Source: an optimization exercise on an open RTL-to-GDS flow (aim: small area and a short achievable clock period). Production flows keep margins and buffers that such runs may drop.
Where RTL was checked, it was by simulation tests only, not by an equivalence proof against the original.
For run 7, only the layout was checked, not whether the RTL still works.
Power and IR drop assume default switching activity.

[flow/flow/run.sh]
#!/bin/bash
# Layout flow: the standard flow (standard.sh), with two changes after
# the standard synthesis:
#  - the port buffers are plain buffers (buf_4) instead of the delay cells
#    buffer_ports picks by default;
#  - the delay cells are not used by repair, so no path gets a delay cell
#    as a buffer.
# Each step's output goes to a log of its own in this folder (ORFS also
# keeps its per-step logs under orfs/logs).
set -euo pipefail

bash standard.sh synth > synth.log 2>&1

export BUFFER_PORTS_ARGS="-buffer_cell sky130_fd_sc_hd__buf_4"
export DONT_USE_CELLS="sky130_fd_sc_hd__dlygate4sd1_1 sky130_fd_sc_hd__dlygate4sd2_1 sky130_fd_sc_hd__dlygate4sd3_1 sky130_fd_sc_hd__clkdlybuf4s15_1 sky130_fd_sc_hd__clkdlybuf4s15_2 sky130_fd_sc_hd__clkdlybuf4s18_1 sky130_fd_sc_hd__clkdlybuf4s18_2 sky130_fd_sc_hd__clkdlybuf4s25_1 sky130_fd_sc_hd__clkdlybuf4s25_2 sky130_fd_sc_hd__clkdlybuf4s50_1 sky130_fd_sc_hd__clkdlybuf4s50_2 sky130_fd_sc_hd__dlymetal6s2s_1 sky130_fd_sc_hd__dlymetal6s4s_1 sky130_fd_sc_hd__dlymetal6s6s_1"

bash standard.sh floorplan > floorplan.log 2>&1
bash standard.sh place > place.log 2>&1
bash standard.sh cts > cts.log 2>&1
bash standard.sh route > route.log 2>&1
bash standard.sh finish > finish.log 2>&1
[flow/standard.sh]
#!/bin/bash
# synth_recipe.tcl (not shown) runs the flow's synth.tcl, then flattens the netlist and writes it again
# the make line also repeats each setting of config.mk as NAME=value (left out here)
make -C /OpenROAD-flow-scripts/flow DESIGN_CONFIG=/design/flow/config.mk WORK_HOME=/design/flow/orfs CLKGATE_MAP_FILE= SYNTH_SCRIPT=/design/flow/synth_recipe.tcl "${@:-finish}"
[flow/config.mk]
export PLATFORM = sky130hd
export DESIGN_NAME = bist
export DESIGN_NICKNAME = bist
export VERILOG_FILES = /design/flow/design.v
export SDC_FILE = /design/flow/constraint.sdc
export NUM_CORES = 4
export LEC_CHECK = 0
export CAP_MARGIN = 20
export CORE_MARGIN = 2
export CORE_UTILIZATION = 40
export CTS_CLUSTER_DIAMETER = 80
export CTS_CLUSTER_SIZE = 24
export SETUP_SLACK_MARGIN = 2.27
export SLEW_MARGIN = 20
export SYNTH_HIERARCHICAL = 1
export SYNTH_MINIMUM_KEEP_SIZE = 0
[flow/constraint.sdc]
create_clock -name core_clock -period 4.5 [get_ports {clk}]
set_input_delay 0.9000 -clock core_clock [delete_from_list [all_inputs] [get_ports {clk}]]
set_output_delay 0.9000 -clock core_clock [all_outputs]
set_load 0.01 [all_outputs]
[flow/design.v]
module bist #(
  parameter int size   = 6,
  parameter int length = 8
) (
  input  logic              start,
  input  logic              rst,
  input  logic              clk,
  input  logic              csin,
  input  logic              rwbarin,
  input  logic              opr,
  input  logic [size-1:0]   address,
  input  logic [length-1:0] datain,
  output logic [length-1:0] dataout,
  output logic              fail
);
  logic             NbarT;              
  logic             nrm;                
  logic             nrm_l, nrm_h;       
  logic [9:0]       q;
  logic             cout;
  logic [7:0]       tlo_n, thi_n;       
  logic             wt;                 
  logic             endt;               
  logic             kt;                 
  logic [63:0][7:0] ram;                
  logic [7:0]       rd_n;               
  logic [7:0]       rd_t;               
  logic             s63;                
  function automatic logic [7:0] pattern(input logic [2:0] p);
    case (p)
      3'd0: pattern = 8'hAA;
      3'd1: pattern = 8'h55;
      3'd2: pattern = 8'hF0;
      3'd3: pattern = 8'h0F;
      3'd4: pattern = 8'h00;
      3'd5: pattern = 8'hFF;
      3'd6: pattern = 8'h33;
      default: pattern = 8'hCC;
    endcase
  endfunction
  logic [7:0] data_t;
  logic [7:0] d;
  logic       we;
  assign d  = nrm ? datain : data_t;
  assign we = wt | (nrm & csin & ~rwbarin);
  logic       mode_next, cout_next;
  logic [9:0] q_next, q_next1;
  always_comb begin
    if (rst) mode_next = 1'b0;
    else if (!NbarT) mode_next = start;
    else if (cout) mode_next = 1'b0;
    else mode_next = 1'b1;
    q_next    = NbarT ? q + 10'd1 : 10'd0;
    q_next1   = q_next + 10'd1;
    cout_next = NbarT && (q == 10'h3FF);
  end
  logic to_n, to_t;
  assign to_n = rst | endt | (nrm & ~start);
  assign to_t = ~rst & kt;
  logic gn, gt, byn, byt;
  assign gn  = ~we & to_n;
  assign gt  = ~we & to_t;
  assign byn = we & to_n;
  assign byt = we & to_t;
  logic [5:0] an;                       
  for (genvar k = 0; k < 6; k++) begin : g_lit
    inv u_an (.a(address[k]), .y(an[k]));
  end
  logic nrm_l_d, nrm_h_d;
  inv u_nl (.a(mode_next), .y(nrm_l_d));
  inv u_nh (.a(mode_next), .y(nrm_h_d));
  logic [7:0] mlo_n, mhi_n;             
  for (genvar j = 0; j < 8; j++) begin : g_match
    nand4 u_ml (.a(nrm_l), .b(j[0] ? address[0] : an[0]), .c(j[1] ? address[1] : an[1]),
                .d(j[2] ? address[2] : an[2]), .y(mlo_n[j]));
    nand4 u_mh (.a(nrm_h), .b(j[0] ? address[3] : an[3]), .c(j[1] ? address[4] : an[4]),
                .d(j[2] ? address[5] : an[5]), .y(mhi_n[j]));
  end
  logic [15:0] lo_r, lo_w;              
  logic       gn_n, gt_n, we_n;
  assign gn_n = ~gn;
  assign gt_n = ~gt;
  assign we_n = ~we;
  logic [7:0] hin, hit, hiw;
  for (genvar j = 0; j < 8; j++) begin : g_sel
    nand2 u_r0 (.a(mlo_n[j]), .b(tlo_n[j]), .y(lo_r[j]));
    nand2 u_r1 (.a(mlo_n[j]), .b(tlo_n[j]), .y(lo_r[8+j]));
    nand2 u_w0 (.a(mlo_n[j]), .b(tlo_n[j]), .y(lo_w[j]));
    nand2 u_w1 (.a(mlo_n[j]), .b(tlo_n[j]), .y(lo_w[8+j]));
    aoi21 u_hn (.a(mhi_n[j]), .b(thi_n[j]), .c(gn_n), .y(hin[j]));
    aoi21 u_ht (.a(mhi_n[j]), .b(thi_n[j]), .c(gt_n), .y(hit[j]));
    aoi21 u_hw (.a(mhi_n[j]), .b(thi_n[j]), .c(we_n), .y(hiw[j]));
  end
  logic [63:0] de, den;
  for (genvar w = 0; w < 64; w++) begin : g_de
    and2  u_de  (.a(hiw[w/8]), .b(lo_w[(w/32)*8 + w%8]), .y(de[w]));
    nand2 u_den (.a(hiw[w/8]), .b(lo_w[(w/32)*8 + w%8]), .y(den[w]));
  end
  logic [63:0][7:0] ram_d;
  for (genvar w = 0; w < 64; w++) begin : g_hold
    for (genvar b = 0; b < 8; b++) begin : g_bit
      hold u_h (.s(de[w]), .sn(den[w]), .d(d[b]), .q(ram[w][b]), .y(ram_d[w][b]));
    end
  end
  always_ff @(posedge clk) ram <= ram_d;
  logic [7:0] grp [0:7];
  for (genvar i = 0; i < 8; i++) begin : g_grp
    for (genvar b = 0; b < 8; b++) begin : g_bit
      ao8 u_ao (.s(lo_r[(i/4)*8 +: 8]),
                .m({ram[8*i+7][b], ram[8*i+6][b], ram[8*i+5][b], ram[8*i+4][b],
                    ram[8*i+3][b], ram[8*i+2][b], ram[8*i+1][b], ram[8*i][b]}),
                .y(grp[i][b]));
    end
  end
  logic [7:0] rn_next, rt_next, bn;
  always_comb begin
    bn = d & {8{byn}};
  end
  for (genvar b = 0; b < 8; b++) begin : g_rd
    ao8b u_n (.s(hin),
              .m({grp[7][b], grp[6][b], grp[5][b], grp[4][b],
                  grp[3][b], grp[2][b], grp[1][b], grp[0][b]}),
              .b(bn[b]), .y(rn_next[b]));
    ao8  u_t (.s(hit),
              .m({grp[7][b], grp[6][b], grp[5][b], grp[4][b],
                  grp[3][b], grp[2][b], grp[1][b], grp[0][b]}),
              .y(rt_next[b]));
  end
  always_ff @(posedge clk) begin
    NbarT <= mode_next;
    nrm   <= ~mode_next;
    q     <= q_next;
    cout  <= cout_next;
    wt    <= mode_next & ~q_next[6];
    endt  <= mode_next & cout_next;
    kt    <= mode_next & ~cout_next & q_next1[6];
    for (int j = 0; j < 8; j++) begin
      tlo_n[j] <= !(mode_next && (q_next[2:0] == j[2:0]));
      thi_n[j] <= !(mode_next && (q_next[5:3] == j[2:0]));
    end
    rd_n <= rn_next;
    rd_t   <= rt_next;
    data_t <= pattern(q_next[9:7]);
    nrm_l  <= nrm_l_d;
    nrm_h  <= nrm_h_d;
    s63    <= byt;
  end
  logic [7:0] on, rd_t_n, w63_n;
  for (genvar b = 0; b < 8; b++) begin : g_out
    inv   u_i (.a(rd_t[b]), .y(rd_t_n[b]));
    nand2 u_w (.a(s63), .b(ram[63][b]), .y(w63_n[b]));
    nand3 u_a (.a(csin), .b(rwbarin), .c(rd_n[b]), .y(on[b]));
    nand3 u_o (.a(on[b]), .b(rd_t_n[b]), .c(w63_n[b]), .y(dataout[b]));
  end
  logic [7:0] test_out;                 
  assign test_out = rd_t | (ram[63] & {8{s63}});
  always_ff @(posedge clk) begin
    if (rst) fail <= 1'b0;
    else if (opr && NbarT && (rwbarin || q[6]) && (test_out != data_t)) fail <= 1'b1;
  end
endmodule
module inv (input logic a, output logic y);
  assign y = ~a;
endmodule
module aoi21 (input logic a, b, c, output logic y);
  assign y = ~((a & b) | c);
endmodule
module ao8 (
  input  logic [7:0] s,
  input  logic [7:0] m,
  output logic       y
);
  assign y = |(s & m);
endmodule
module ao8b (
  input  logic [7:0] s,
  input  logic [7:0] m,
  input  logic       b,
  output logic       y
);
  logic [3:0] x;
  aoi22  u_x0 (.a(s[0]), .b(m[0]), .c(s[1]), .d(m[1]), .y(x[0]));
  aoi22  u_x1 (.a(s[2]), .b(m[2]), .c(s[3]), .d(m[3]), .y(x[1]));
  aoi22  u_x2 (.a(s[4]), .b(m[4]), .c(s[5]), .d(m[5]), .y(x[2]));
  aoi221 u_x3 (.a(s[6]), .b(m[6]), .c(s[7]), .d(m[7]), .e(b), .y(x[3]));
  nand4  u_y  (.a(x[0]), .b(x[1]), .c(x[2]), .d(x[3]), .y(y));
endmodule
module aoi22 (input logic a, b, c, d, output logic y);
  assign y = ~((a & b) | (c & d));
endmodule
module aoi221 (input logic a, b, c, d, e, output logic y);
  assign y = ~((a & b) | (c & d) | e);
endmodule
module nand4 (input logic a, b, c, d, output logic y);
  assign y = ~(a & b & c & d);
endmodule
module and2 (input logic a, b, output logic y);
  assign y = a & b;
endmodule
module nand3 (input logic a, b, c, output logic y);
  assign y = ~(a & b & c);
endmodule
module hold (input logic s, sn, d, q, output logic y);
  assign y = (s & d) | (sn & q);
endmodule
module nand2 (input logic a, b, output logic y);
  assign y = ~(a & b);
endmodule
==> metrics.md, run 1 <==
| Metric | Value |
|---|---|
| Worst-margin pin slew | 1.09 ns |
| Finished Cell Area | between 20000 and 25000 um2 |
| Post-DP HPWL | 48400 um |
| Setup violations, final | 0 |
| Io pins | 29 |
| Status | finished clean |
| Max Buffers Root-to-Sink | 3 |
| Clock insertion delay at the later pin of the skew report | 0.64 ns |
| Cell count after synthesis | approximately 1900 |
| Post-DP Area | ~22000 um2 |
| P_leak | just over 9 nW |
| Dpl cells | 2588 |
| Area grow syn2layout | 16.0% |
| Worst slew margin | 27.1% |
| Yosys top cell area share | ~54% |
| Gr ovfl total | 0 |
| Worst EP arrival | between 1 and 1.5 ns |
| Clock-pin slew on the worst setup and hold paths | about 0.09 ns |
| Number of synthesized register bits | 572 |
| Cell Rows | 84 |
| Mean post-synth cell area | roughly 11 um2 |
| Peak supply drop | 0.266 mV |
| Max-Cap Viols | 0 |
| Nets@finish | 2007 |
| Vias per cell | approximately 6.6 |
| DRT Wirelength | ~74000 um |
| Largest net degree at the start of global routing | 66 |
| Final min period | roughly 2.4 ns |
| Worst-path maximum fanout | 5 |
| Synth area leader | dfxtp_1 |
| Slew Limit Fails | 0 |
| Die W | roughly 230 um |
| Final core utilization | a little under half |
| CTS Root Cell | clkbuf_16 |
| H-tree depth | 1 |
| Num Clock Sinks | ~570 |
| Area of the core | between 50000 and 60000 um2 |
| GRT Total Usage | 26.4% |
| Critical path class | register to output port |
| Fin cells | 2688 |
| Critical Path RT | between 3 and 4 ns |
| Syn_nets | 1889 |
| Final GP Congestion | just under 0.9 |
| PD cells | roughly 440 nW/um2 |
| CTS tree | done |
| Share of cells above drive strength 1 | a little over an eighth |
| Hold Violations, Final | 0 |
| Wire per inst | roughly 28 um |
| Post-Syn Area | about 21000 um2 |
| Setup Skew | 0.0336 ns |
| Initial antenna violation count | 2 |
| Antenna Cells | 0 |
| Synth warn | 8 |
| First-pass GRT wire length | roughly 110000 um |
| Num CTS Buffers | 31 |
| DRC Markers | 0 |
| Via count | 17700 |
| HP Class | register to register |
| Register area share after synthesis | between 50% and 60% |
| Die area | 54700 um2 |
| Filler cell count | roughly 4800 |
| Max Freq | 0.425 GHz |
| Vias in the first global route | about 17000 |
| CTS Hold Bufs | 0 |
| Crit path launch type | register |
| Initial DRC Count | 1891 |
| Initial Utilization | about two fifths |
| Largest cells by area after synthesis | dfxtp_1, a22o_1, a22oi_1, nand4_1, nand2_1 |
| Port bufs | 28 |
| Post-DRT Antenna Nets | 0 |
| Post-synth cell types | between 40 and 50 |
| Endpoint class of the critical path | output port |
| Setup TNS | 0 ns |
| Die H | between 200 and 250 um |
| Period utilization | between 50 and 60% |
| DRT Pass-1 Iters | 6 |
| RSZ-0062 raised after global routing | true |
## layer usage
layer  GRT usage [%]  routed length, um  up-vias
li1                -                  -     7869
met1            39.1              34300     8966
met2            40.0              32600      780
met3            3.75               5430      106
met4            7.32               2050        0
met5               0                  0        -
## Yosys stat by module, one instance, submodules excluded, excerpt
module	cells	flip-flops and latches	cell area [um2]	times used
ao8	5	0	36.3	72
aoi221	1	0	15.0	8
aoi21	1	0	8.76	24
and2	1	0	6.26	64
bist	715	572	12300	1
nand3	1	0	5.00	16
nand4	1	0	6.26	24
aoi22	1	0	12.5	24
hold	1	0	8.76	512
nand2	1	0	3.75	104
inv	1	0	3.75	16
## placed cells by master, fill, tap and decap left out, types with 12 or more instances in the layout
| master | n |
|---|---|
| clkbuf_16 | 31 |
| a22oi_1 | 266 |
| inv_1 | 27 |
| nand4_1 | 101 |
| a22o_1 | 512 |
| nor2_1 | 14 |
| buf_4 | 66 |
| dfxtp_1 | 567 |
| nand2_1 | 95 |
| and2_1 | 68 |
| buf_12 | 12 |
| a21oi_4 | 24 |
| a22oi_2 | 46 |
| nand2_8 | 13 |
## registers in the layout, indices dropped and copies added, names as in the netlist
name / count
rd_t: 8
ram: 512
s63: 1
data_t: 8
q: 10
rd_n: 8
nrm_l: 1
thi_n: 8
fail: 1
nrm: 1
nrm_h: 1
tlo_n: 8
endt: 1
kt: 1
wt: 1
cout: 1
NbarT: 1
## worst paths after layout
| check | startpoint | end | slack [ns] | cells after the start |
|---|---|---|---|---|
| max reg2reg | nrm_l | ram[435] | 2.29 | 5 |
| max | s63 | dataout[2] | 2.15 | 4 |
| min reg2reg | fail | fail | 0.48 | 2 |
| min | fail | fail | 0.48 | 2 |
## report_power, final
| part | total (mW) | switching, mW | internal [mW] | leakage, nW |
|---|---|---|---|---|
| clock network | 3.11 | 1.79 | 1.32 | 0.457 |
| registers | 6.13 | 0.411 | 5.72 | 4.68 |
| logic | 1.46 | 0.803 | 0.655 | 4.16 |
| total | 10.7 | 3.00 | 7.70 | 9.30 |
## final cells by class
| type | count | area (um2) | area share, % |
|---|---|---|---|
| Sequential cell | 572 | 11500 | 46.7 |
| Tap cell | 688 | 861 | 3.51 |
| Clock buffer | 37 | 808 | 3.29 |
| Inverter | 29 | 114 | 0.464 |
| Multi-Input combinational cell | 1262 | 10300 | 42.0 |
| Timing Repair Buffer | 89 | 876 | 3.57 |
| Clock inverter | 11 | 124 | 0.505 |
## timing repair
action,CTS,global route
pin swaps,22,38
resized for setup,93,39
setup buffers,22,29
cloned,1,0
endpoints found under the setup margin,536,536
## cells in the mapped netlist, drive strengths merged
library cell and instances:
mux2 9, nand2b 3, clkinv 1, a211oi 2, nand3 24, o22a 1
a31oi 1, and3 2, nand4 101, o31ai 1, nand3b 1, ha 2
nor3 4, and2 68, buf 2, or3 2, nand2 120, xor2 10
nor2b 10, or4 1, nor3b 2, clkbuf 2, dfxtp 572, xnor2 6
mux2i 3, o21ai 4, or2 1, o221ai 1, a21oi 35, o21a 1
a22o 512, inv 28, a221oi 8, a22oi 312, nor2 15
## kinds of logic (layout without fill, tap and decap cells)
family / count (synthesis) / in the layout / synth area share (%)
flip-flops: 572 / 572 / 54.1
multiplexers: 12 / 12 / 0.621
AND/OR/NAND/NOR: 354 / 354 / 8.74
buffers and inverters: 33 / 166 / 0.651
XOR/XNOR: 16 / 16 / 0.662
AO/OA/AOI/OAI: 878 / 878 / 35.1
adder cells (fa/ha/maj): 2 / 2 / 0.118
## critical path: stages, from the launching register on
cell	delay (ns)
dfxtp_4	0.38
buf_6	0.14
nand2_4	0.07
nand3_4	0.10
buf_6	0.14
## per-stage QoR
stage | hold slack (ns) | worst slack (ns) | power (mW)
5_1_grt | 0.485 | 2.10 | 11.1
3_3_place_gp | 0.452 | 1.19 | 7.49
2_1_floorplan | 0.435 | 2.18 | 6.96
4_1_cts | 0.464 | 2.01 | 10.6
6_report | 0.476 | 2.15 | 10.7
3_5_place_dp | 0.453 | 1.23 | 7.52
==> inputs of run 2 (changes only) <==
--- a/flow/config.mk
+++ b/flow/config.mk
@@ -11,5 +11,5 @@
 export CTS_CLUSTER_DIAMETER = 80
 export CTS_CLUSTER_SIZE = 24
-export SETUP_SLACK_MARGIN = 2.27
+export SETUP_SLACK_MARGIN = 2.33
 export SLEW_MARGIN = 20
 export SYNTH_HIERARCHICAL = 1
==> metrics.md, run 2 <==
| Metric | Value |
|---|---|
| Clock insertion delay at the later pin of the skew report | 0.65 ns (was 0.64 ns) |
| HP Class | register to register (unchanged) |
| Final GP Congestion | 0.889 (was 0.892) |
| Max Buffers Root-to-Sink | 3 (unchanged) |
| Critical path class | register to output port (unchanged) |
| Largest net degree at the start of global routing | 37 (was 66) |
| GRT Total Usage | 26.7% (was 26.4%) |
| Hold Path Sink | tlo_n[6] (was fail) |
| Initial antenna violation count | 2 (unchanged) |
| Vias in the first global route | 16800 (was 16700) |
| Commonest cells post-synth | dfxtp_1, a22o_1, a22oi_1, nand2_1, nand4_1 (unchanged) |
| Hold_sp | q[0] (was fail) |
| Critical Path RT | 3.60 ns (about the same) |
| Clock-pin slew on the worst setup and hold paths | 0.09 ns (about the same) |
| Share of cells above drive strength 1 | 15.2% (was 13.5%) |
| Filler cell count | 4781 (was 4792) |
| Dpl cells | 2590 (was 2588) |
| Setup TNS | 0 ns (unchanged) |
| Final core utilization | 47.2% (was 46.8%) |
| P_leak | 9.36 nW (was 9.30 nW) |
| Wire per inst | 29.2 um (was 27.7 um) |
| Max reg flops | 512 (unchanged) |
| Mean post-synth cell area | 11.3 um2 (unchanged) |
| CTS Root Cell | clkbuf_16 (unchanged) |
| Synth area leader | dfxtp_1 (unchanged) |
| Max-Cap Viols | 0 (unchanged) |
| Antenna Cells | 0 (unchanged) |
| Area of the core | 52400 um2 (unchanged) |
| Peak supply drop | 0.295 mV (was 0.266 mV) |
| Cell Rows | 84 (unchanged) |
| Met2 routed wirelength | 34200 um (was 32600 um) |
| Total power | 10.9 mW (was 10.7 mW) |
| M1 WL | 34100 um (was 34300 um) |
| Syn_nets | 1889 (unchanged) |
| Post-DP HPWL | 49600 um (was 48400 um) |
| Routed met3 length | 7560 um (was 5430 um) |
| Worst slew margin | 48.6% (was 27.1%) |
| Reg2Reg Depth | 7 (was 5) |
| Hold Violations, Final | 0 (unchanged) |
| Initial DRC Count | 2022 (was 1891) |
| First-pass GRT wire length | 110000 um (about the same) |
| Num CTS Buffers | 31 (unchanged) |
| Post-Syn Area | 21200 um2 (unchanged) |
| Vias per cell | 6.75 (was 6.59) |
| EDFF count, synth | 0 (unchanged) |
| Via count | 18200 (was 17700) |
| Crit path launch type | register (unchanged) |
| Commonest non-fill, non-tap cell in the layout | dfxtp_1 (unchanged) |
| Die area | 54700 um2 (unchanged) |
| Setup violations, final | 0 (unchanged) |
| Die H | 234 um (unchanged) |
| H-tree depth | 1 (unchanged) |
| Status | finished clean (unchanged) |
| Worst EP arrival | 1.43 ns (was 1.45 ns) |
| Period utilization | 51.8% (was 52.3%) |
| Most frequent cell after synthesis | dfxtp_1 (unchanged) |
| Endpoint class of the critical path | output port (unchanged) |
| Num Clock Sinks | 572 (unchanged) |
| Synth warn | 8 (unchanged) |
| CTS tree | done (unchanged) |
| Asr flop ratio synth | 0% (unchanged) |
| RR Endpoint | rd_n[6] (was ram[435]) |
| PD cells | 438 nW/um2 (was 436 nW/um2) |
| DRT Wirelength | 79000 um (was 74400 um) |
| Max Freq | 0.429 GHz (was 0.425 GHz) |
| Area grow syn2layout | 17.1% (was 16.0%) |
| Largest cells by area after synthesis | dfxtp_1, a22o_1, a22oi_1, nand4_1, nand2_1 (unchanged) |
| Post-DRT Antenna Nets | 0 (unchanged) |
| Most flop-heavy register | ram (unchanged) |
| Nets@finish | 2022 (was 2007) |
| DRC Markers | 0 (unchanged) |
| Setup Skew | 0.0589 ns (was 0.0336 ns) |
| Port bufs | 28 (unchanged) |
| Most frequent cells in the layout | dfxtp_1, a22o_1, a22oi_1 (unchanged) |
| Post-synth cell types | 43 (unchanged) |
| CTS Hold Bufs | 0 (unchanged) |
| Top flop regs | ram (512), q (10) (unchanged) |
| Worst-path maximum fanout | 9 (was 5) |
| Initial Utilization | 40.3% (unchanged) |
| Register area share after synthesis | 54.1% (unchanged) |
| FF-to-FF Start | nrm_l (unchanged) |
| Cell count after synthesis | 1867 (unchanged) |
| Io pins | 29 (unchanged) |
| Predominant post-synthesis flop cell | dfxtp_1 (unchanged) |
| Hold_ws | 0.455 ns (was 0.476 ns) |
| DRT Pass-1 Iters | 5 (was 6) |
| Worst-margin pin slew | 0.769 ns (was 1.09 ns) |
| Gr ovfl total | 0 (unchanged) |
| Fin cells | 2703 (was 2688) |
| Worst hold path cell count | 1 (was 2) |
| Number of synthesized register bits | 572 (unchanged) |
| Slew Limit Fails | 0 (unchanged) |
| Die W | 234 um (unchanged) |
| Final min period | 2.33 ns (was 2.35 ns) |
| RSZ-0062 raised after global routing | true (unchanged) |
| Max layer used | met4 (unchanged) |
| Slack of the worst reg-to-reg path | 2.32 ns (was 2.29 ns) |
| Yosys top cell area share | 54.1% (unchanged) |
-- run 2: cell count changes in the layout (fill, tap and decap cells not counted), sizes merged --
cell	change
nand2	+9
buf	+6
bufinv	+1
clkinv	-1
-- run 2: kinds of logic (layout without fill, tap and decap cells) --
family | count (synthesis) | count (layout) | share of synthesized area, %
compound gates | 878 | 878 | 35.1
flops | 572 | 572 | 54.1
simple gates | 354 | 363 | 8.74
buf+inv | 33 | 172 | 0.651
xor+xnor | 16 | 16 | 0.662
mux | 12 | 12 | 0.621
fa+ha+maj | 2 | 2 | 0.118
-- run 2: where the power goes --
group	switching, mW	leakage [nW]	internal, mW
clock	1.78	0.478	1.41
sequential	0.440	4.68	5.72
combinational	0.836	4.20	0.681
total	3.05	9.36	7.81
-- run 2: critical path: stages (launching register included) --
cell     delay [ns]
dfxtp_4        0.39
nand2_1        0.10
nand3_2        0.12
buf_4          0.17
-- run 2: area by class of cell --
class	count	area [um2]	share of cell area (%)
tap	688	861	3.47
multi-input combinational	1271	10400	42.1
sequential	572	11500	46.3
timing repair buffer	95	923	3.73
clock inverter	11	144	0.581
inverter	29	114	0.460
clock buffer	37	828	3.34
-- run 2: repair_timing --
item,CTS,global route
pin swaps,26,55
endpoints found under the setup margin,536,344
endpoints found under the hold margin,0,0
gates resized for setup,78,58
buffers inserted,26,30
cloned,0,9
-- run 2: routing by layer --
metal,track usage (%),vias up
li1,-,7949
met1,38.0,9136
met2,40.5,981
met3,4.54,167
met4,9.49,0
met5,0,-
-- run 2: worst max-delay path by stage --
stage               startpoint    endpoint  slack [ns]
finish                     s63  dataout[6]        2.17
global route               s63  dataout[3]        2.13
CTS                        s63  dataout[4]        2.16
detailed placement  address[2]     rd_t[0]        1.28
global placement    address[1]     rd_t[1]        1.30
floorplan              rwbarin     rd_t[0]        2.18
-- run 2: modules after synthesis (local to each module, per instance), a selection --
module / flip-flops and latches / cell area [um2] / cells inside
aoi22: 0 / 12.5 / 1
hold: 0 / 8.76 / 1
nand4: 0 / 6.26 / 1
inv: 0 / 3.75 / 1
nand3: 0 / 5.00 / 1
bist: 572 / 12300 / 715
-- run 2: through the flow --
stage	setup WS [ns]	cell area [um2]
after floorplan	2.18	21300
after global placement	1.30	22500
after detailed placement	1.28	22500
after CTS	2.16	24100
after global routing	2.13	24800
final	2.17	24800
==> inputs of run 3 (changes only) <==
--- a/flow/config.mk
+++ b/flow/config.mk
@@ -8,8 +8,8 @@
 export CAP_MARGIN = 20
 export CORE_MARGIN = 2
-export CORE_UTILIZATION = 40
+export CORE_UTILIZATION = 60
 export CTS_CLUSTER_DIAMETER = 80
 export CTS_CLUSTER_SIZE = 24
-export SETUP_SLACK_MARGIN = 2.33
+export SETUP_SLACK_MARGIN = 2.3
 export SLEW_MARGIN = 20
 export SYNTH_HIERARCHICAL = 1
==> metrics.md, run 3 <==
| Metric | Value |
|---|---|
| Critical path class | register to output port (unchanged) |
| CTS tree | done (unchanged) |
| Total power | 10.7 mW (was 10.9 mW) |
| Final core utilization | 69.8% (was 47.2%) |
| Setup TNS | 0 ns (unchanged) |
| Max Buffers Root-to-Sink | 3 (unchanged) |
| Post-synth cell types | 43 (unchanged) |
| Most frequent cells in the layout | dfxtp_1, a22o_1, a22oi_1 (unchanged) |
| First-pass GRT wire length | 105000 um (was 110000 um) |
| Cell internal pwr | 7.77 mW (was 7.81 mW) |
| Hold Violations, Final | 0 (unchanged) |
| CTS Hold Bufs | 0 (unchanged) |
| HP Class | register to register (unchanged) |
| Asr flop ratio synth | 0% (unchanged) |
| Crit path launch type | register (unchanged) |
| Reg2Reg Depth | 7 (unchanged) |
| Endpoint class of the critical path | output port (unchanged) |
| Xor/xnor share of the synthesized area | 0.662% (unchanged) |
| Mean post-synth cell area | 11.3 um2 (unchanged) |
| CP top delay family | flip-flops (unchanged) |
| Nets@finish | 2003 (was 2022) |
| Period utilization | 51.8% (about the same) |
| Final min period | 2.33 ns (about the same) |
| CTS Root Cell | clkbuf_16 (unchanged) |
| Worst setup path endpoint | dataout[0] (was dataout[6]) |
| Initial antenna violation count | 0 (was 2) |
| Predominant post-synthesis flop cell | dfxtp_1 (unchanged) |
| Max Freq | 0.429 GHz (about the same) |
| Clock-pin slew on the worst setup and hold paths | 0.09 ns (about the same) |
| Clock share of power | 28.8% (was 29.3%) |
| Max-Cap Viols | 0 (unchanged) |
| Antenna Cells | 0 (unchanged) |
| H-tree depth | 1 (unchanged) |
| PD cells | 442 nW/um2 (was 438 nW/um2) |
| Commonest non-fill, non-tap cell in the layout | dfxtp_1 (unchanged) |
| Most flop-heavy register | ram (unchanged) |
| Synth warn | 8 (unchanged) |
| Critical Path RT | 3.60 ns (about the same) |
| Post-DRT Antenna Nets | 0 (unchanged) |
| Num Clock Sinks | 572 (unchanged) |
| Complex-gate fraction of the synthesized area | 35.1% (unchanged) |
| Vias in the first global route | 16700 (was 16800) |
| Largest cells by area after synthesis | dfxtp_1, a22o_1, a22oi_1, nand4_1, nand2_1 (unchanged) |
| Comb pwr share | 13.5% (was 14.0%) |
| DRC Markers | 0 (unchanged) |
| DRT Pass-1 Iters | 6 (was 5) |
| Initial DRC Count | 2643 (was 2022) |
| Slew Limit Fails | 0 (unchanged) |
| Peak supply drop | 0.458 mV (was 0.295 mV) |
| Worst-margin pin slew | 1.04 ns (was 0.769 ns) |
| Top flop regs | ram (512), q (10) (unchanged) |
| Final GP Congestion | 0.978 (was 0.889) |
| Setup Skew | 0.0164 ns (was 0.0589 ns) |
| Filler cell count | 2578 (was 4781) |
| Status | finished clean (unchanged) |
| Gr ovfl total | 0 (unchanged) |
| Largest net degree at the start of global routing | 65 (was 37) |
| Total buffers and inverters traversed by the critical path | 2 (was 1) |
| Post-DP HPWL | 45500 um (was 49600 um) |
| Vias per cell | 7.48 (was 6.75) |
| Sw Pwr | 2.93 mW (was 3.05 mW) |
| Via count | 18300 (was 18200) |
| RR Endpoint | rd_t[6] (was rd_n[6]) |
| Syn_nets | 1889 (unchanged) |
| EDFF count, synth | 0 (unchanged) |
| Worst EP arrival | 1.43 ns (about the same) |
| Share of cells above drive strength 1 | 13.5% (was 15.2%) |
| Register area share after synthesis | 54.1% (unchanged) |
| Finished Cell Area | 24200 um2 (was 24800 um2) |
| P_leak | 9.29 nW (was 9.36 nW) |
| Post-Syn Area | 21200 um2 (unchanged) |
| Clock insertion delay at the later pin of the skew report | 0.61 ns (was 0.65 ns) |
| Largest stage delay, worst path | 0.37 ns (was 0.39 ns) |
| Area grow syn2layout | 14.3% (was 17.1%) |
| DRT Wirelength | 72400 um (was 79000 um) |
| Yosys top cell area share | 54.1% (unchanged) |
| Initial Utilization | 61.1% (was 40.3%) |
| Synth Area in Adders | 0.118% (unchanged) |
| Crit path cell chain | buf_12 -> nand2_2 -> nand3_4 -> buf_6 (was nand2_1 -> nand3_2 -> buf_4) |
| Largest family of logic cells by synthesized area | compound AO/OA/AOI/OAI gates (unchanged) |
| Crit path depth | 4 (was 3) |
| Wire per inst | 29.6 um (was 29.2 um) |
| Die area | 36800 um2 (was 54700 um2) |
| Max reg flops | 512 (unchanged) |
| Setup violations, final | 0 (unchanged) |
| Simple-gate share of the synthesized area | 8.74% (unchanged) |
| Die W | 192 um (was 234 um) |
| Part of the power in registers | 57.6% (was 56.7%) |
| Worst slew margin | 30.8% (was 48.6%) |
| Cell count after synthesis | 1867 (unchanged) |
| Number of synthesized register bits | 572 (unchanged) |
| Cell Rows | 68 (was 84) |
| Most frequent cell after synthesis | dfxtp_1 (unchanged) |
| Setup crit start | s63 (unchanged) |
| Synth area leader | dfxtp_1 (unchanged) |
| Die H | 192 um (was 234 um) |
| RSZ-0062 raised after global routing | true (unchanged) |
| Mux contribution to synthesized area | 0.621% (unchanged) |
| Sw Share | 27.4% (was 28.1%) |
| Crit-path slowest cell | dfxtp_4 (unchanged) |
| Num CTS Buffers | 30 (was 31) |
| Commonest cells post-synth | dfxtp_1, a22o_1, a22oi_1, nand2_1, nand4_1 (unchanged) |
| Area of the core | 34600 um2 (was 52400 um2) |
| Io pins | 29 (unchanged) |
| FF-to-FF Start | nrm_l (unchanged) |
| Post-DP Area | 22100 um2 (was 22500 um2) |
| Slack of the worst reg-to-reg path | 2.29 ns (was 2.32 ns) |
| GRT Total Usage | 37.4% (was 26.7%) |
| Worst-path maximum fanout | 7 (was 9) |
| Port bufs | 28 (unchanged) |
==> run 3: cell counts after synthesis <==
No cell type changed its count.
==> run 3: repair_timing <==
item / in CTS / in global routing
setup endpoints to repair: 536 / 161
gates cloned: 0 / 5
hold endpoints to repair: 0 / 0
pin swaps: 18 / 41
setup buffers: 16 / 29
resized for setup: 70 / 64
==> run 3: power groups by stage <==
stage          sequential (mW)  clock [mW]  combinational (mW)
5_1_grt                   6.22        3.28                1.51
4_1_cts                   6.13        3.11                1.32
3_5_place_dp              6.22           0                1.28
3_3_place_gp              6.23           0                1.24
2_1_floorplan             6.08           0               0.877
6_report                  6.16        3.08                1.45
==> run 3: final cells by class <==
class / count / area [um2] / share of cell area, %
tap: 455 / 569 / 2.35
multi-input combinational: 1267 / 10400 / 42.8
inverter: 29 / 114 / 0.471
clock buffer: 32 / 790 / 3.26
timing repair buffer: 81 / 751 / 3.10
clock inverter: 11 / 143 / 0.590
sequential: 572 / 11500 / 47.4
==> run 3: worst min-delay path by stage <==
stage / start / endpoint / slack, ns / cells after the start
floorplan: q[0] / tlo_n[2] / 0.44 / 1
global placement: ram[95] / ram[95] / 0.45 / 1
detailed placement: ram[18] / ram[18] / 0.45 / 1
CTS: kt / s63 / 0.47 / 1
global route: ram[156] / ram[156] / 0.49 / 1
finish: kt / s63 / 0.48 / 1
==> run 3: per-layer routing <==
| metal | part of all wire, % | global-route usage [%] |
|---|---|---|
| met5 | 0 | 0 |
| met4 | 4.3 | 12.9 |
| met1 | 42 | 55.3 |
| met2 | 41 | 53.7 |
| met3 | 13 | 8.11 |
==> run 3: cell families after synthesis <==
family,Yosys count
xor+xnor,16
buf+inv,33
fa+ha+maj,2
mux,12
simple gates,354
flops,572
compound gates,878
==> run 3: per-stage QoR <==
step	worst slack, ns	hold slack (ns)	instances
after detailed placement	1.30	0.453	2354
after CTS	2.22	0.474	2413
final	2.17	0.476	2447
after global placement	1.31	0.453	2354
after global routing	2.16	0.485	2447
after floorplan	2.18	0.435	1867
==> run 3: per-module statistics from Yosys, one instance, submodules excluded, a selection <==
module / copies in the design / cell area (um2) / flip-flops and latches / cells
aoi22: 24 / 12.5 / 0 / 1
ao8: 72 / 36.3 / 0 / 5
and2: 64 / 6.26 / 0 / 1
nand4: 24 / 6.26 / 0 / 1
bist: 1 / 12300 / 572 / 715
inv: 16 / 3.75 / 0 / 1
hold: 512 / 8.76 / 0 / 1
aoi21: 24 / 8.76 / 0 / 1
nand3: 16 / 5.00 / 0 / 1
nand2: 104 / 3.75 / 0 / 1
aoi221: 8 / 15.0 / 0 / 1
==> inputs of run 4 (changes only) <==
--- a/flow/config.mk
+++ b/flow/config.mk
@@ -8,7 +8,8 @@
 export CAP_MARGIN = 20
 export CORE_MARGIN = 2
-export CORE_UTILIZATION = 60
+export CORE_UTILIZATION = 40
 export CTS_CLUSTER_DIAMETER = 80
 export CTS_CLUSTER_SIZE = 24
+export PLACE_DENSITY = 0.75
 export SETUP_SLACK_MARGIN = 2.3
 export SLEW_MARGIN = 20
==> metrics.md, run 4 <==
| Metric | Value |
|---|---|
| Syn_nets | 1889 (unchanged) |
| Crit path launch type | input port (was register) |
| Wire per inst | 27.2 um (was 29.6 um) |
| CTS Root Cell | clkbuf_16 (unchanged) |
| Most frequent cell after synthesis | dfxtp_1 (unchanged) |
| Post-DP HPWL | 45900 um (was 45500 um) |
| Endpoint class of the critical path | output port (unchanged) |
| Via count | 18300 (about the same) |
| First-pass GRT wire length | 105000 um (about the same) |
| Initial DRC Count | 2182 (was 2643) |
| Hold_ws | 0.452 ns (was 0.476 ns) |
| Io pins | 29 (unchanged) |
| Max reg flops | 512 (unchanged) |
| Largest net degree at the start of global routing | 41 (was 65) |
| Post-Syn Area | 21200 um2 (unchanged) |
| Period utilization | 51.7% (was 51.8%) |
| HP Class | register to register (unchanged) |
| Mean post-synth cell area | 11.3 um2 (unchanged) |
| Post-DRT Antenna Nets | 0 (unchanged) |
| Top flop regs | ram (512), q (10) (unchanged) |
| Antenna Cells | 0 (unchanged) |
| H-tree depth | 1 (unchanged) |
| Critical path class | input port to output port (was register to output port) |
| Num Clock Sinks | 572 (unchanged) |
| Asr flop ratio synth | 0% (unchanged) |
| Vias in the first global route | 17000 (was 16700) |
| Commonest cells post-synth | dfxtp_1, a22o_1, a22oi_1, nand2_1, nand4_1 (unchanged) |
| Setup violations, final | 0 (unchanged) |
| Max Freq | 0.430 GHz (was 0.429 GHz) |
| Die area | 54700 um2 (was 36800 um2) |
| Predominant post-synthesis flop cell | dfxtp_1 (unchanged) |
| Total power | 10.5 mW (was 10.7 mW) |
| Gr ovfl total | 0 (unchanged) |
| PD cells | 429 nW/um2 (was 442 nW/um2) |
| Initial antenna violation count | 1 (was 0) |
| Port bufs | 28 (unchanged) |
| Die H | 234 um (was 192 um) |
| P_leak | 9.21 nW (was 9.29 nW) |
| Final min period | 2.33 ns (about the same) |
| GRT Total Usage | 24.6% (was 37.4%) |
| Setup TNS | 0 ns (unchanged) |
| DRT Wirelength | 73100 um (was 72400 um) |
| Final GP Congestion | 0.914 (was 0.978) |
| Slew Limit Fails | 0 (unchanged) |
| FF-to-FF Start | nrm_h (was nrm_l) |
| Status | finished clean (unchanged) |
| Cell count after synthesis | 1867 (unchanged) |
| Hold Violations, Final | 0 (unchanged) |
| Setup crit start | csin (was s63) |
| Nets@finish | 2011 (was 2003) |
| Cell Rows | 84 (was 68) |
| Register area share after synthesis | 54.1% (unchanged) |
| Num CTS Buffers | 29 (was 30) |
| Critical Path RT | 3.60 ns (about the same) |
| EDFF count, synth | 0 (unchanged) |
| Share of cells above drive strength 1 | 13.6% (was 13.5%) |
| Die W | 234 um (was 192 um) |
| Worst EP arrival | 1.43 ns (about the same) |
| Peak supply drop | 0.328 mV (was 0.458 mV) |
| Synth area leader | dfxtp_1 (unchanged) |
| Area grow syn2layout | 15.9% (was 14.3%) |
| Number of synthesized register bits | 572 (unchanged) |
| Most frequent cells in the layout | dfxtp_1, a22o_1, a22oi_1 (unchanged) |
| Clock-pin slew on the worst setup and hold paths | 0.08 ns (was 0.09 ns) |
| Max Buffers Root-to-Sink | 3 (unchanged) |
| Worst-margin pin slew | 0.936 ns (was 1.04 ns) |
| Max-Cap Viols | 0 (unchanged) |
| Commonest non-fill, non-tap cell in the layout | dfxtp_1 (unchanged) |
| Post-synth cell types | 43 (unchanged) |
| Setup Skew | 0.0238 ns (was 0.0164 ns) |
| Yosys top cell area share | 54.1% (unchanged) |
| Most flop-heavy register | ram (unchanged) |
| Largest cells by area after synthesis | dfxtp_1, a22o_1, a22oi_1, nand4_1, nand2_1 (unchanged) |
| Worst slew margin | 37.6% (was 30.8%) |
| Clock insertion delay at the later pin of the skew report | 0.60 ns (was 0.61 ns) |
| Worst-path maximum fanout | 9 (was 7) |
| Vias per cell | 6.80 (was 7.48) |
| Slack of the worst reg-to-reg path | 2.23 ns (was 2.29 ns) |
| CTS tree | done (unchanged) |
| Hold_sp | q[0] (was kt) |
| Initial Utilization | 40.3% (was 61.1%) |
| RSZ-0062 raised after global routing | true (unchanged) |
| Synth warn | 8 (unchanged) |
| Area of the core | 52400 um2 (was 34600 um2) |
| DRT Pass-1 Iters | 8 (was 6) |
| DRC Markers | 0 (unchanged) |
[run 4: kinds of logic (layout without fill, tap and decap cells)]
| kind of cell | after synthesis | in the layout | synth area share [%] |
|---|---|---|---|
| xor gates and xnor gates | 16 | 16 | 0.662 |
| and+or+nand+nor | 354 | 361 | 8.74 |
| adders and majority gates | 2 | 2 | 0.118 |
| DFF | 572 | 572 | 54.1 |
| AOI/OAI and AO/OA | 878 | 878 | 35.1 |
| buffers and inverters | 33 | 157 | 0.651 |
| muxes | 12 | 12 | 0.621 |
[run 4: final cells by class]
class / instances / area [um2]
inverter: 29 / 114
clock inverter: 7 / 86.3
timing repair buffer: 88 / 925
fill: 4614 / 27900
clock buffer: 33 / 751
multi-input combinational: 1269 / 10300
sequential: 572 / 11500
tap: 688 / 861
[run 4: critical path, stage by stage]
cell and delay [ns]:
buf_12 0.12, nand3_1 0.09, nand3_2 0.14, buf_6 0.16
[run 4: through the flow]
stage,std cells,cell area [um2],worst slack (ns),util (%)
CTS,2655,23900,2.18,45.5
finish,2686,24500,2.17,46.8
global route,2686,24500,2.10,46.8
floorplan,1867,21300,2.18,-
detailed placement,2591,22400,1.20,42.8
global placement,2591,22400,1.12,42.8
[run 4: worst paths after layout]
| kind | to | depth (start not counted) |
|---|---|---|
| worst min-delay path | tlo_n[6] | 1 |
| worst max-delay path | dataout[6] | 4 |
| worst max register to register | ram[448] | 4 |
| worst min register to register | tlo_n[6] | 1 |
[run 4: power breakdown]
group	switching, mW	total (mW)	internal (mW)	leakage, nW
Combinational	0.803	1.46	0.653	4.12
Sequential	0.433	6.15	5.72	4.68
Clock	1.65	2.91	1.26	0.404
Total	2.88	10.5	7.63	9.21
[run 4: per-layer routing]
layer,up-vias,GRT usage [%],wire length (um)
li1,7900,-,-
met1,9025,33.1,29200
met2,1128,39.1,32700
met3,219,3.85,7200
met4,2,10.7,3990
met5,-,0,13
[run 4: per-module statistics from Yosys (local to each module, per instance), a selection]
module	area (um2)	flops+latches	times used
aoi22	12.5	0	24
nand2	3.75	0	104
nand4	6.26	0	24
and2	6.26	0	64
nand3	5.00	0	16
bist	12300	572	1
ao8	36.3	0	72
[run 4: timing repair]
action | 4_1_cts | 5_1_grt
hold buffers | 0 | 0
pin swaps | 24 | 27
cloned | 0 | 8
resized for setup | 70 | 54
setup endpoints to repair | 485 | 403
buffers inserted | 24 | 23
==> inputs of run 5 (changes only) <==
--- a/flow/config.mk
+++ b/flow/config.mk
@@ -9,7 +9,6 @@
 export CORE_MARGIN = 2
 export CORE_UTILIZATION = 40
-export CTS_CLUSTER_DIAMETER = 80
-export CTS_CLUSTER_SIZE = 24
-export PLACE_DENSITY = 0.75
+export CTS_CLUSTER_DIAMETER = 90
+export CTS_CLUSTER_SIZE = 28
 export SETUP_SLACK_MARGIN = 2.3
 export SLEW_MARGIN = 20
==> metrics.md, run 5 <==
| Metric | Value |
|---|---|
| Critical path class | register to output port (was input port to output port) |
| Die area | 54700 um2 (unchanged) |
| Gr ovfl total | 0 (unchanged) |
| Yosys top cell area share | 54.1% (unchanged) |
| Commonest cells post-synth | dfxtp_1, a22o_1, a22oi_1, nand2_1, nand4_1 (unchanged) |
| Finished Cell Area | 24400 um2 (was 24500 um2) |
| Clock insertion delay at the later pin of the skew report | 0.61 ns (was 0.60 ns) |
| Top flop regs | ram (512), q (10) (unchanged) |
| Nets@finish | 2001 (was 2011) |
| RR Endpoint | rd_t[1] (was ram[448]) |
| Num CTS Buffers | 26 (was 29) |
| P_leak | 9.13 nW (was 9.21 nW) |
| Final WS setup | 2.20 ns (was 2.17 ns) |
| Setup Skew | 0.0338 ns (was 0.0238 ns) |
| Synth area leader | dfxtp_1 (unchanged) |
| Slew Limit Fails | 0 (unchanged) |
| Part of the power in registers | 58.9% (was 58.5%) |
| Period utilization | 51.2% (was 51.7%) |
| Post-DRT Antenna Nets | 0 (unchanged) |
| Die W | 234 um (unchanged) |
| Port bufs | 28 (unchanged) |
| H-tree depth | 1 (unchanged) |
| Critical Path RT | 3.60 ns (about the same) |
| Worst EP arrival | 1.40 ns (was 1.43 ns) |
| Mean post-synth cell area | 11.3 um2 (unchanged) |
| Cell internal pwr | 7.52 mW (was 7.63 mW) |
| Asr flop ratio synth | 0% (unchanged) |
| RSZ-0062 raised after global routing | true (unchanged) |
| DRC Markers | 0 (unchanged) |
| Largest net degree at the start of global routing | 66 (was 41) |
| Endpoint class of the critical path | output port (unchanged) |
| Max-Cap Viols | 0 (unchanged) |
| PD cells | 430 nW/um2 (was 429 nW/um2) |
| Worst hold path cell count | 1 (unchanged) |
| Wire per inst | 28.8 um (was 27.2 um) |
| Hold Path Sink | tlo_n[6] (unchanged) |
| EDFF count, synth | 0 (unchanged) |
| Most flop-heavy register | ram (unchanged) |
| Post-place setup slack | 1.28 ns (was 1.20 ns) |
| Number of synthesized register bits | 572 (unchanged) |
| Via count | 17800 (was 18300) |
| Largest cells by area after synthesis | dfxtp_1, a22o_1, a22oi_1, nand4_1, nand2_1 (unchanged) |
| Slack of the worst reg-to-reg path | 2.31 ns (was 2.23 ns) |
| Sw Pwr | 2.94 mW (was 2.88 mW) |
| CTS Hold Bufs | 0 (unchanged) |
| Post-synth cell types | 43 (unchanged) |
| DRT Wirelength | 77100 um (was 73100 um) |
| DRT Pass-1 Iters | 6 (was 8) |
| Cell Rows | 84 (unchanged) |
| Initial DRC Count | 2196 (was 2182) |
| Sw Share | 28.1% (was 27.4%) |
| Predominant post-synthesis flop cell | dfxtp_1 (unchanged) |
| First-pass GRT wire length | 111000 um (was 105000 um) |
| Reg2Reg Depth | 8 (was 4) |
| Worst-path maximum fanout | 9 (unchanged) |
| Final min period | 2.30 ns (was 2.33 ns) |
| CTS tree | done (unchanged) |
| Max Freq | 0.434 GHz (was 0.430 GHz) |
| GRT Total Usage | 26.7% (was 24.6%) |
| Area of the core | 52400 um2 (unchanged) |
| FF-to-FF Start | nrm_l (was nrm_h) |
| Worst slew margin | 25.2% (was 37.6%) |
| Area grow syn2layout | 15.1% (was 15.9%) |
| Share of cells above drive strength 1 | 13.6% (about the same) |
| Final GP Congestion | 0.904 (was 0.914) |
| Cell count after synthesis | 1867 (unchanged) |
| CTS Root Cell | clkbuf_16 (unchanged) |
| Max Buffers Root-to-Sink | 3 (unchanged) |
| Vias per cell | 6.67 (was 6.80) |
| Comb pwr share | 13.9% (was 13.8%) |
| Io pins | 29 (unchanged) |
| Die H | 234 um (unchanged) |
| Syn_nets | 1889 (unchanged) |
| Peak supply drop | 0.267 mV (was 0.328 mV) |
| Hold_sp | q[0] (unchanged) |
| Hold Violations, Final | 0 (unchanged) |
| Crit path launch type | register (was input port) |
| Post-DP HPWL | 49100 um (was 45900 um) |
| Post-DP Area | 22400 um2 (about the same) |
| Clock-pin slew on the worst setup and hold paths | 0.10 ns (was 0.08 ns) |
| Clock share of power | 27.2% (was 27.7%) |
| Antenna Cells | 0 (unchanged) |
| Setup violations, final | 0 (unchanged) |
| Worst-margin pin slew | 1.12 ns (was 0.936 ns) |
| Setup TNS | 0 ns (unchanged) |
| Most frequent cells in the layout | dfxtp_1, a22o_1, a22oi_1 (unchanged) |
| Status | finished clean (unchanged) |
| Commonest non-fill, non-tap cell in the layout | dfxtp_1 (unchanged) |
| Post-Syn Area | 21200 um2 (unchanged) |
| Max reg flops | 512 (unchanged) |
| Hold_ws | 0.458 ns (was 0.452 ns) |
| HP Class | register to register (unchanged) |
| Register area share after synthesis | 54.1% (unchanged) |
| Vias in the first global route | 16800 (was 17000) |
| Most frequent cell after synthesis | dfxtp_1 (unchanged) |
| Initial Utilization | 40.3% (unchanged) |
| Num Clock Sinks | 572 (unchanged) |
| Synth warn | 8 (unchanged) |
| Initial antenna violation count | 2 (was 1) |
## run 5: cell types whose count changed in the layout (fill, tap and decap cells not counted), moves of 5 or more
cell	previous run	this run
nand3_2	7	16
buf_4	57	64
buf_6	13	7
buf_12	16	11
nand2_4	8	3
nand3_4	5	0
## run 5: power groups by stage
stage	combinational, mW	sequential [mW]	clock [mW]
6_report	1.45	6.16	2.85
5_1_grt	1.53	6.22	3.05
4_1_cts	1.36	6.14	2.88
3_5_place_dp	1.31	6.23	0
3_3_place_gp	1.28	6.25	0
2_1_floorplan	0.877	6.08	0
## run 5: final cells by class
| cell class | instances | area [um2] |
|---|---|---|
| fill | 4766 | 28100 |
| sequential | 572 | 11500 |
| multi-input combinational | 1266 | 10300 |
| tap | 688 | 861 |
| timing repair buffer | 84 | 800 |
| clock buffer | 29 | 703 |
| inverter | 29 | 119 |
| clock inverter | 8 | 86.3 |
## run 5: logic make-up after synthesis
group / after synthesis / share of synthesized area, %
xor+xnor: 16 / 0.662
simple gates: 354 / 8.74
buf+inv: 33 / 0.651
compound gates: 878 / 35.1
fa+ha+maj: 2 / 0.118
mux: 12 / 0.621
flops: 572 / 54.1
## run 5: worst max-delay path by stage
stage          cells past startpoint        from          to
5_1_grt                            3         s63  dataout[0]
2_1_floorplan                      6     rwbarin     rd_t[0]
3_3_place_gp                       8  address[2]     rd_t[3]
6_report                           3         s63  dataout[0]
4_1_cts                            4        csin  dataout[2]
3_5_place_dp                       8  address[2]     rd_t[3]
## run 5: routing by layer
layer  vias to the layer above  share of wire [%]  track usage, %
li1                       7873                  -               -
met4                         0                4.0            9.91
met5                         -                  0               0
met3                       152                7.8            4.06
met2                       859                 44            41.3
met1                      8952                 44            37.5
## run 5: Yosys stat by module, one instance, submodules excluded, a selection
| module | cell area (um2) | cells inside |
|---|---|---|
| bist | 12300 | 715 |
| ao8 | 36.3 | 5 |
| aoi221 | 15.0 | 1 |
| aoi22 | 12.5 | 1 |
| aoi21 | 8.76 | 1 |
| hold | 8.76 | 1 |
| and2 | 6.26 | 1 |
| nand4 | 6.26 | 1 |
| nand3 | 5.00 | 1 |
| inv | 3.75 | 1 |
| nand2 | 3.75 | 1 |
## run 5: per-stage QoR
step | power, mW | std cells | utilization [%]
floorplan | 6.96 | 1867 | -
global placement | 7.52 | 2587 | 42.7
detailed placement | 7.54 | 2587 | 42.7
CTS | 10.4 | 2646 | 45.5
global route | 10.8 | 2676 | 46.5
finish | 10.5 | 2676 | 46.5
## run 5: worst max-delay path: stages (launching register included)
cell     delay, ns
dfxtp_4       0.40
nand2_1       0.11
nand3_2       0.12
buf_4         0.17
## run 5: repair_timing
action,CTS,global route
setup buffers,22,26
endpoints found under the setup margin,536,272
gates cloned,0,4
resized for setup,76,49
pin swaps,16,40
==> inputs of run 6 (changes only) <==
--- a/flow/config.mk
+++ b/flow/config.mk
@@ -9,6 +9,6 @@
 export CORE_MARGIN = 2
 export CORE_UTILIZATION = 40
-export CTS_CLUSTER_DIAMETER = 90
-export CTS_CLUSTER_SIZE = 28
+export CTS_CLUSTER_DIAMETER = 80
+export CTS_CLUSTER_SIZE = 24
 export SETUP_SLACK_MARGIN = 2.3
 export SLEW_MARGIN = 20
==> metrics.md, run 6 <==
| Metric | Value |
|---|---|
| Wire per inst | 29.5 um (was 28.8 um) |
| Setup Skew | 0.0245 ns (was 0.0338 ns) |
| Crit path cell chain | buf_12 -> nand3_2 -> nand3_2 -> buf_4 (was nand2_1 -> nand3_2 -> buf_4) |
| Num Clock Sinks | 572 (unchanged) |
| EDFF count, synth | 0 (unchanged) |
| Post-DP HPWL | 49100 um (unchanged) |
| Endpoint class of the critical path | output port (unchanged) |
| Most frequent cells in the layout | dfxtp_1, a22o_1, a22oi_1 (unchanged) |
| Register area share after synthesis | 54.1% (unchanged) |
| Max Freq | 0.435 GHz (was 0.434 GHz) |
| Crit path launch type | input port (was register) |
| Max Buffers Root-to-Sink | 3 (unchanged) |
| Post-place setup slack | 1.28 ns (unchanged) |
| Predominant post-synthesis flop cell | dfxtp_1 (unchanged) |
| Worst EP arrival | 1.40 ns (about the same) |
| Worst hold path cell count | 1 (unchanged) |
| Num CTS Buffers | 30 (was 26) |
| Commonest cells post-synth | dfxtp_1, a22o_1, a22oi_1, nand2_1, nand4_1 (unchanged) |
| Critical path class | input port to output port (was register to output port) |
| Setup TNS | 0 ns (unchanged) |
| Most flop-heavy register | ram (unchanged) |
| Crit-path slowest cell | buf_4 (was dfxtp_4) |
| RSZ-0062 raised after global routing | true (unchanged) |
| Crit path depth | 4 (was 3) |
| Cell Rows | 84 (unchanged) |
| Final GP Congestion | 0.904 (unchanged) |
| Syn_nets | 1889 (unchanged) |
| Die W | 234 um (unchanged) |
| Post-DP Area | 22400 um2 (unchanged) |
| Worst-path maximum fanout | 9 (unchanged) |
| Most frequent cell after synthesis | dfxtp_1 (unchanged) |
| CP top delay family | buffers and inverters (was flip-flops) |
| DRT Wirelength | 79300 um (was 77100 um) |
| Total buffers and inverters traversed by the critical path | 2 (was 1) |
| Setup crit start | csin (was s63) |
| CTS tree | done (unchanged) |
| Cell count after synthesis | 1867 (unchanged) |
| HP Class | register to register (unchanged) |
| Clock insertion delay at the later pin of the skew report | 0.62 ns (was 0.61 ns) |
| Finished Cell Area | 24700 um2 (was 24400 um2) |
| Vias in the first global route | 16900 (was 16800) |
| Hold_ws | 0.464 ns (was 0.458 ns) |
| Status | finished clean (unchanged) |
| P_leak | 9.28 nW (was 9.13 nW) |
| Initial DRC Count | 2210 (was 2196) |
| Period utilization | 51.1% (was 51.2%) |
| Max-Cap Viols | 0 (unchanged) |
| H-tree depth | 1 (unchanged) |
| Synth warn | 8 (unchanged) |
| Vias per cell | 6.74 (was 6.67) |
| GRT Total Usage | 26.8% (was 26.7%) |
| Yosys top cell area share | 54.1% (unchanged) |
| Number of synthesized register bits | 572 (unchanged) |
| Area of the core | 52400 um2 (unchanged) |
| Asr flop ratio synth | 0% (unchanged) |
| Initial antenna violation count | 2 (unchanged) |
| Peak supply drop | 0.271 mV (was 0.267 mV) |
| Post-Syn Area | 21200 um2 (unchanged) |
| Commonest non-fill, non-tap cell in the layout | dfxtp_1 (unchanged) |
| DRC Markers | 0 (unchanged) |
| Io pins | 29 (unchanged) |
| Largest stage delay, worst path | 0.17 ns (was 0.40 ns) |
| Post-synth cell types | 43 (unchanged) |
| Share of cells above drive strength 1 | 15.2% (was 13.6%) |
| Critical Path RT | 3.60 ns (about the same) |
| Worst slew margin | 23.2% (was 25.2%) |
| Post-DRT Antenna Nets | 0 (unchanged) |
| Setup violations, final | 0 (unchanged) |
| Hold Violations, Final | 0 (unchanged) |
| Nets@finish | 2016 (was 2001) |
| Reg2Reg Depth | 3 (was 8) |
| Slew Limit Fails | 0 (unchanged) |
| Worst-margin pin slew | 1.15 ns (was 1.12 ns) |
| First-pass GRT wire length | 111000 um (about the same) |
| FF-to-FF Start | tlo_n[0] (was nrm_l) |
| Final WS setup | 2.20 ns (about the same) |
| DRT Pass-1 Iters | 8 (was 6) |
| Hold_sp | q[0] (unchanged) |
| Largest net degree at the start of global routing | 66 (unchanged) |
| Area grow syn2layout | 16.9% (was 15.1%) |
| Die H | 234 um (unchanged) |
| Mean post-synth cell area | 11.3 um2 (unchanged) |
| Largest cells by area after synthesis | dfxtp_1, a22o_1, a22oi_1, nand4_1, nand2_1 (unchanged) |
| Max reg flops | 512 (unchanged) |
| Via count | 18100 (was 17800) |
| Port bufs | 28 (unchanged) |
| CTS Root Cell | clkbuf_16 (unchanged) |
| Antenna Cells | 0 (unchanged) |
| Initial Utilization | 40.3% (unchanged) |
| Top flop regs | ram (512), q (10) (unchanged) |
| Clock-pin slew on the worst setup and hold paths | 0.09 ns (was 0.10 ns) |
| Synth area leader | dfxtp_1 (unchanged) |
| Die area | 54700 um2 (unchanged) |
| Gr ovfl total | 0 (unchanged) |
| Crit-path most repeated cell | nand3_2 |
| CTS Hold Bufs | 0 (unchanged) |
| Final min period | 2.30 ns (about the same) |
| PD cells | 434 nW/um2 (was 430 nW/um2) |
## run 6: path summary, 6_finish.rpt
| check | end | slack, ns |
|---|---|---|
| worst min register to register | tlo_n[6] | 0.46 |
| worst min-delay path | tlo_n[6] | 0.46 |
| worst max register to register | ram[387] | 2.20 |
| worst max-delay path | dataout[2] | 2.20 |
## run 6: layer usage
layer,track usage [%],share of wire [%],vias up
li1,-,-,7898
met1,38.0,43,9090
met2,41.6,44,981
met3,3.59,9.3,168
met4,9.65,4.1,0
met5,0,0,-
## run 6: final cells by class
class                      count  area (um2)
clock buffer                  36         825
clock inverter                 5        80.1
fill                        4721       27700
inverter                      29         114
multi-input combinational   1272       10500
sequential                   572       11500
tap                          688         861
timing repair buffer          89         853
## run 6: kinds of logic (layout without fill, tap and decap cells)
| logic type | after synthesis | count (layout) | share of synthesized area (%) |
|---|---|---|---|
| AND/OR/NAND/NOR | 354 | 364 | 8.74 |
| flip-flops | 572 | 572 | 54.1 |
| adder cells (fa/ha/maj) | 2 | 2 | 0.118 |
| buffers and inverters | 33 | 159 | 0.651 |
| AO/OA/AOI/OAI | 878 | 878 | 35.1 |
| XOR/XNOR | 16 | 16 | 0.662 |
| multiplexers | 12 | 12 | 0.621 |
## run 6: per-stage QoR
step                      cells  utilization [%]  power (mW)
after floorplan            1867                -        6.96
after global placement     2587             42.7        7.52
after detailed placement   2587             42.7        7.54
after CTS                  2659             45.8        10.6
after global routing       2691             47.1        11.1
final                      2691             47.1        10.7
## run 6: per-module statistics from Yosys, one instance, submodules excluded, a selection
| module | flops+latches | cells | copies in the design | cell area, um2 |
|---|---|---|---|---|
| nand3 | 0 | 1 | 16 | 5.00 |
| nand4 | 0 | 1 | 24 | 6.26 |
| aoi221 | 0 | 1 | 8 | 15.0 |
| hold | 0 | 1 | 512 | 8.76 |
| inv | 0 | 1 | 16 | 3.75 |
| and2 | 0 | 1 | 64 | 6.26 |
| aoi21 | 0 | 1 | 24 | 8.76 |
| nand2 | 0 | 1 | 104 | 3.75 |
## run 6: report_power, final
group          internal, mW  switching (mW)
clock network          1.33            1.73
logic                 0.668           0.831
registers              5.72           0.458
total                  7.72            3.02
## run 6: what timing repair did
item	4_1_cts	5_1_grt
endpoints found under the setup margin	536	288
setup buffers	31	22
cloned	0	10
pin swaps	23	55
resized for setup	75	69
==> inputs of run 7 (changes only) <==
--- a/flow/design.v
+++ b/flow/design.v
@@ -19,5 +19,4 @@
   logic [9:0]       q;
   logic             cout;
-  logic [7:0]       tlo_n, thi_n;       
   logic             wt;                 
   logic             endt;               
@@ -70,4 +69,15 @@
   inv u_nl (.a(mode_next), .y(nrm_l_d));
   inv u_nh (.a(mode_next), .y(nrm_h_d));
+  logic [5:0] qn;
+  logic [7:0] tlo_n, thi_n;
+  for (genvar k = 0; k < 6; k++) begin : g_qlit
+    inv u_qn (.a(q[k]), .y(qn[k]));
+  end
+  for (genvar j = 0; j < 8; j++) begin : g_tdec
+    nand4 u_tl (.a(NbarT), .b(j[0] ? q[0] : qn[0]), .c(j[1] ? q[1] : qn[1]),
+                .d(j[2] ? q[2] : qn[2]), .y(tlo_n[j]));
+    nand4 u_th (.a(NbarT), .b(j[0] ? q[3] : qn[3]), .c(j[1] ? q[4] : qn[4]),
+                .d(j[2] ? q[5] : qn[5]), .y(thi_n[j]));
+  end
   logic [7:0] mlo_n, mhi_n;             
   for (genvar j = 0; j < 8; j++) begin : g_match
@@ -94,6 +104,6 @@
   logic [63:0] de, den;
   for (genvar w = 0; w < 64; w++) begin : g_de
-    and2  u_de  (.a(hiw[w/8]), .b(lo_w[(w/32)*8 + w%8]), .y(de[w]));
     nand2 u_den (.a(hiw[w/8]), .b(lo_w[(w/32)*8 + w%8]), .y(den[w]));
+    inv   u_de  (.a(den[w]), .y(de[w]));
   end
   logic [63:0][7:0] ram_d;
@@ -135,9 +145,5 @@
     endt  <= mode_next & cout_next;
     kt    <= mode_next & ~cout_next & q_next1[6];
-    for (int j = 0; j < 8; j++) begin
-      tlo_n[j] <= !(mode_next && (q_next[2:0] == j[2:0]));
-      thi_n[j] <= !(mode_next && (q_next[5:3] == j[2:0]));
-    end
-    rd_n <= rn_next;
+    rd_n   <= rn_next;
     rd_t   <= rt_next;
     data_t <= pattern(q_next[9:7]);
==> metrics.md, run 7 <==
| Metric | Value |
|---|---|
| Mean post-synth cell area | 11.2 um2 (was 11.3 um2) |
| Area of the core | 51300 um2 (was 52400 um2) |
| EDFF count, synth | 0 (unchanged) |
| Worst slew margin | 54.7% (was 23.2%) |
| Predominant post-synthesis flop cell | dfxtp_1 (unchanged) |
| Setup Skew | 0.0184 ns (was 0.0245 ns) |
| Vias per cell | 6.64 (was 6.74) |
| CTS Root Cell | clkbuf_16 (unchanged) |
| Endpoint class of the critical path | output port (unchanged) |
| Post-Syn Area | 20700 um2 (was 21200 um2) |
| DRC Markers | 0 (unchanged) |
| Post-DP HPWL | 48300 um (was 49100 um) |
| Antenna Cells | 0 (unchanged) |
| Gr ovfl total | 0 (unchanged) |
| Cell count after synthesis | 1847 (was 1867) |
| Reg2Reg Depth | 7 (was 3) |
| Port bufs | 28 (unchanged) |
| Critical path class | input port to output port (unchanged) |
| Die W | 232 um (was 234 um) |
| Worst-path maximum fanout | 9 (unchanged) |
| Most frequent cell after synthesis | dfxtp_1 (unchanged) |
| Yosys top cell area share | 53.7% (was 54.1%) |
| Worst-margin pin slew | 0.680 ns (was 1.15 ns) |
| Largest cells by area after synthesis | dfxtp_1, a22o_1, a22oi_1, nand4_1, nand2_1 (unchanged) |
| RSZ-0062 raised after global routing | true (unchanged) |
| Crit path launch type | input port (unchanged) |
| Die area | 53600 um2 (was 54700 um2) |
| Commonest cells post-synth | dfxtp_1, a22o_1, a22oi_1, nand4_1, nand2_1 (was dfxtp_1, a22o_1, a22oi_1, nand2_1, nand4_1) |
| Crit-path slowest cell | buf_6 (was buf_4) |
| Number of synthesized register bits | 556 (was 572) |
| Register area share after synthesis | 53.7% (was 54.1%) |
| Slew Limit Fails | 0 (unchanged) |
| Post-synth cell types | 44 (was 43) |
| HP Class | register to register (unchanged) |
| Clock insertion delay at the later pin of the skew report | 0.61 ns (was 0.62 ns) |
| Share of cells above drive strength 1 | 18.4% (was 15.2%) |
| Asr flop ratio synth | 0% (unchanged) |
| Status | finished clean (unchanged) |
| DRT Pass-1 Iters | 6 (was 8) |
| P_leak | 9.76 nW (was 9.28 nW) |
| Initial DRC Count | 1945 (was 2210) |
| Crit-path most repeated cell | nand3_2 (unchanged) |
| Via count | 17900 (was 18100) |
| Setup violations, final | 0 (unchanged) |
| First-pass GRT wire length | 108000 um (was 111000 um) |
| Post-DRT Antenna Nets | 0 (unchanged) |
| Wire per inst | 27.9 um (was 29.5 um) |
| Largest net degree at the start of global routing | 41 (was 66) |
| Synth area leader | dfxtp_1 (unchanged) |
[run 7: through the flow]
step	worst slack (ns)	area (um2)	instances
2_1_floorplan	2.18	20800	1847
3_5_place_dp	1.21	22000	2564
3_3_place_gp	1.21	22000	2564
6_report	2.20	24500	2694
5_1_grt	2.17	24500	2694
4_1_cts	2.19	23900	2658
[run 7: Yosys stat by module, one instance, submodules excluded, a selection]
module  flip-flops and latches  cells  times used  area (um2)
hold                         0      1         512        8.76
aoi22                        0      1          24        12.5
nand3                        0      1          16        5.00
aoi221                       0      1           8        15.0
bist                       556    673           1       12000
inv                          0      1          86        3.75
ao8                          0      5          72        36.3
nand2                        0      1         104        3.75
aoi21                        0      1          24        8.76
nand4                        0      1          40        6.26
[run 7: final cells by class]
cell class                 instances  area, um2  share of cell area [%]
clock inverter                     9        110                   0.449
clock buffer                      33        771                    3.15
timing repair buffer             123       1160                    4.73
sequential                       556      11200                    45.5
tap                              680        851                    3.47
multi-input combinational       1196      10100                    41.2
inverter                          97        367                    1.50
[run 7: metal layers]
| layer | routed length [um] | track usage (%) | vias to the layer above |
|---|---|---|---|
| met5 | 14 | 0 | - |
| met4 | 3450 | 10.1 | 2 |
| met3 | 7290 | 4.18 | 198 |
| met2 | 32500 | 39.8 | 1008 |
| met1 | 31900 | 37.1 | 8840 |
| li1 | - | - | 7841 |
[run 7: logic make-up after synthesis]
logic type	synth area share (%)
DFF	53.7
xor gates and xnor gates	0.712
adders and majority gates	0.121
and+or+nand+nor	7.14
muxes	0.664
AOI/OAI and AO/OA	35.8
buffers and inverters	1.85
[run 7: timing repair]
action	CTS	global route
resized for setup	113	62
buffers inserted	52	30
pin swaps	47	49
endpoints found under the setup margin	536	522
gates cloned	0	6
[run 7: critical path: cells and delay by family]
| kind | cells | cell delay, ns |
|---|---|---|
| buf+inv | 2 | 0.28 |
| simple gates | 2 | 0.20 |
[run 7: how the worst max path moves through the flow]
stage | slack [ns] | cells past startpoint | to | start
floorplan | 2.18 | 6 | rd_t[0] | rwbarin
global placement | 1.21 | 8 | rd_n[2] | address[1]
detailed placement | 1.21 | 8 | rd_n[2] | address[1]
CTS | 2.19 | 3 | dataout[2] | s63
global route | 2.17 | 3 | dataout[6] | s63
finish | 2.20 | 4 | dataout[1] | csin
[run 7: power by group]
part           internal, mW  switching (mW)  total, mW  leakage (nW)
logic                 0.693           0.822       1.52          4.77
registers              5.58           0.442       6.02          4.56
clock network          1.31            1.68       2.98         0.427

Setup slack of run 7, layout unchanged: 2.204 ns with ideal ports, 2.160 ns with driving cells assumed (clock clkbuf_16, inputs buf_2), 1.668 ns with port delays also shifted by the 0.658 ns mid clock arrival.
